Background: an optimization exercise with open tools, aiming at small area. Do not read the settings as production practice. Only simulation tests tie the RTL to the original design; equivalence was not proved. No activity file was given, so power comes from the tool's default toggle rates. The flow treats the clock pin as an ideal source, which a real chip does not have.

alpha:
// LedMatrix
module LedMatrix (
  output     [34:0]   io_col,
  output     [5:0]    io_row,
  input               bus_write,
  input      [6:0]    bus_address,
  input      [31:0]   bus_writeData,
  input               clk,
  input               reset
);
clock: 10.0 ns
lec_check: 0
cap_margin: 0
core_margin: 2
core_utilization: 75
cts_buf_list: sky130_fd_sc_hd__clkbuf_16
cts_cluster_diameter: 80
cts_cluster_size: 30
slew_margin: 0
standard.sh (not shown) runs the stock make flow with config.mk's settings and CLKGATE_MAP_FILE= SYNTH_SCRIPT=/design/flow/synth_recipe.tcl, a recipe that flattens the netlist after the stock synthesis.
==> flow/flow/run.sh <==
#!/bin/bash
# Own flow: the standard layout (standard.sh) with three changes:
#  - synthesis runs flow/synth.tcl, which maps the logic with ABC's &nf area mapper
#    (flow/area.abc); registers are mapped before ABC, exactly as in the standard synthesis;
#  - ports are buffered with sky130_fd_sc_hd__buf_1;
#  - clock tree synthesis runs without dummy loads.
set -euo pipefail
W=$(pwd)
F=$W/flow
export MY_ABC_SCRIPT=$F/area.abc
sed "s#SYNTH_SCRIPT=[^ ]*#SYNTH_SCRIPT=$F/synth.tcl#" standard.sh > "$W/own_standard.sh"
grep -q "SYNTH_SCRIPT=$F/synth.tcl" "$W/own_standard.sh"
CTS="-sink_clustering_enable -repair_clock_nets -sink_clustering_size 30 -sink_clustering_max_diameter 80 -buf_list sky130_fd_sc_hd__clkbuf_16 -dont_use_dummy_load"
bash "$W/own_standard.sh" "CTS_ARGS=$CTS" "BUFFER_PORTS_ARGS=-buffer_cell sky130_fd_sc_hd__buf_1" finish > "$W/flow_make.log" 2>&1
==> flow/flow/area.abc <==
strash
&get -n
&st
&dch -f
&nf -p -a -R 1000
&put
==> flow/flow/synth.tcl <==
# The standard synthesis (synth_recipe.tcl), except that the final technology mapping
# runs ABC with the script named by MY_ABC_SCRIPT instead of ORFS's. Registers are mapped
# before ABC runs, so their names and cells are the standard synthesis's.
proc synth {args} { yosys synth -nofsm -noshare {*}$args }
proc abc {args} {
  set i [lsearch -exact $args -script]
  if {$i >= 0} { set args [lreplace $args $i [expr {$i + 1}] -script $::env(MY_ABC_SCRIPT)] }
  yosys abc {*}$args
}
source $::env(SCRIPTS_DIR)/synth.tcl
# left out here: clear keep_hierarchy, flatten, clean up, hide names made inside functions, write 1_2_yosys.v
--- input diff alpha..beta ---
-- flow/config.mk --
<<< alpha, line 12
export CTS_CLUSTER_DIAMETER = 80
export CTS_CLUSTER_SIZE = 30
export SLEW_MARGIN = 0
>>> beta, line 12
export CTS_CLUSTER_DIAMETER = 80
export CTS_CLUSTER_SIZE = 30
export GPL_TIMING_DRIVEN = 0
export SLEW_MARGIN = 0
- Final checks on beta, whose flow otherwise completed, came back failing, citing max-slew violations.
- Of beta and alpha, the run reporting the lower worst endpoint data arrival time was alpha.
- Average wire length per cell after detail routing, beta vs alpha: up by a few percent
- Switching share of total power ended up 0.56 points higher on beta than on alpha.
- In the flow results for beta and alpha, the critical path depth in cells is larger on beta.
- Total leakage power in beta vs alpha: up about 5.3%
- In the metrics for beta and alpha, the one carrying the lower global routing usage on met1 is alpha.
- io_col[19] as the termination of the worst setup path was reported by beta, and io_col[21] by alpha.
- Going from alpha to beta, the internal power contribution was found to have gone up by about 0.5%.
- beta vs. alpha: met2 routed wirelength climbed about 6%, detailed placer's ending HPWL now larger, worst setup slack moved down.
Inputs modified between beta and gamma:
==> flow/config.mk <==
export PLATFORM = sky130hd
export DESIGN_NAME = LedMatrix
export DESIGN_NICKNAME = LedMatrix
export VERILOG_FILES = /design/flow/design.v
export SDC_FILE = /design/flow/constraint.sdc
export NUM_CORES = 4
export LEC_CHECK = 0
export CAP_MARGIN = 5
export CORE_MARGIN = 2
export CORE_UTILIZATION = 75
export CTS_BUF_LIST = sky130_fd_sc_hd__clkbuf_16
export CTS_CLUSTER_DIAMETER = 80
export CTS_CLUSTER_SIZE = 30
export SLEW_MARGIN = 5
==> comparison <==
- gamma reports a higher share of cell area taken by flip-flops and latches than beta does.
- gamma: all stages complete, timing, DRC and antenna checks passed
- Comparing beta against gamma, there is no change at all in average size of a mapped cell.
- The initial antenna violation count number comes out lower for gamma vs beta.
- Power per cell area (gamma vs. beta) increases by a few percent
- The standard cells in gamma occupy less silicon area than those in beta do.
- Going from beta to gamma, area enclosed by the die boundary closely matched the old numbers, post-route worst setup slack increased 1260 ps, number of fill cells now sits higher, number of standard cells after synthesis now sits at about the same level.
- For number of buffers created by CTS, beta and gamma come out practically identical.

==> what the ideal ports hide <==
How much do the figures lean on ideal ports? The routed layouts below were timed once more, with nothing changed but the port constraints.
Step 1 sets driving cells, clkbuf_16 on the clock port and buf_2 on the other inputs (assumed; they add their load-dependent delay and slew).
Step 2 times the ports against the registers' clock, not the clock port: input delays grow and output delays shrink by t, the midpoint of the rising clock arrivals with the driver on.
a / b / c = ideal ports / drivers / drivers and shift; a / b = the first two.
| run | t (ns) | slack for setup (ns) | worst setup path after step 2 | slew at the worst register clock pin (ns) | pins driven straight from the clock port |
|---|---|---|---|---|---|
| alpha | 0.716 | 2.107 / 2.039 / 2.755 | register to output | 0.12 / 0.12 | 1 |
| beta | 0.738 | 0.845 / 0.774 / 1.512 | register to output | 0.12 / 0.12 | 1 |
| gamma | 0.716 | 2.107 / 2.039 / 2.755 | register to output | 0.12 / 0.12 | 1 |
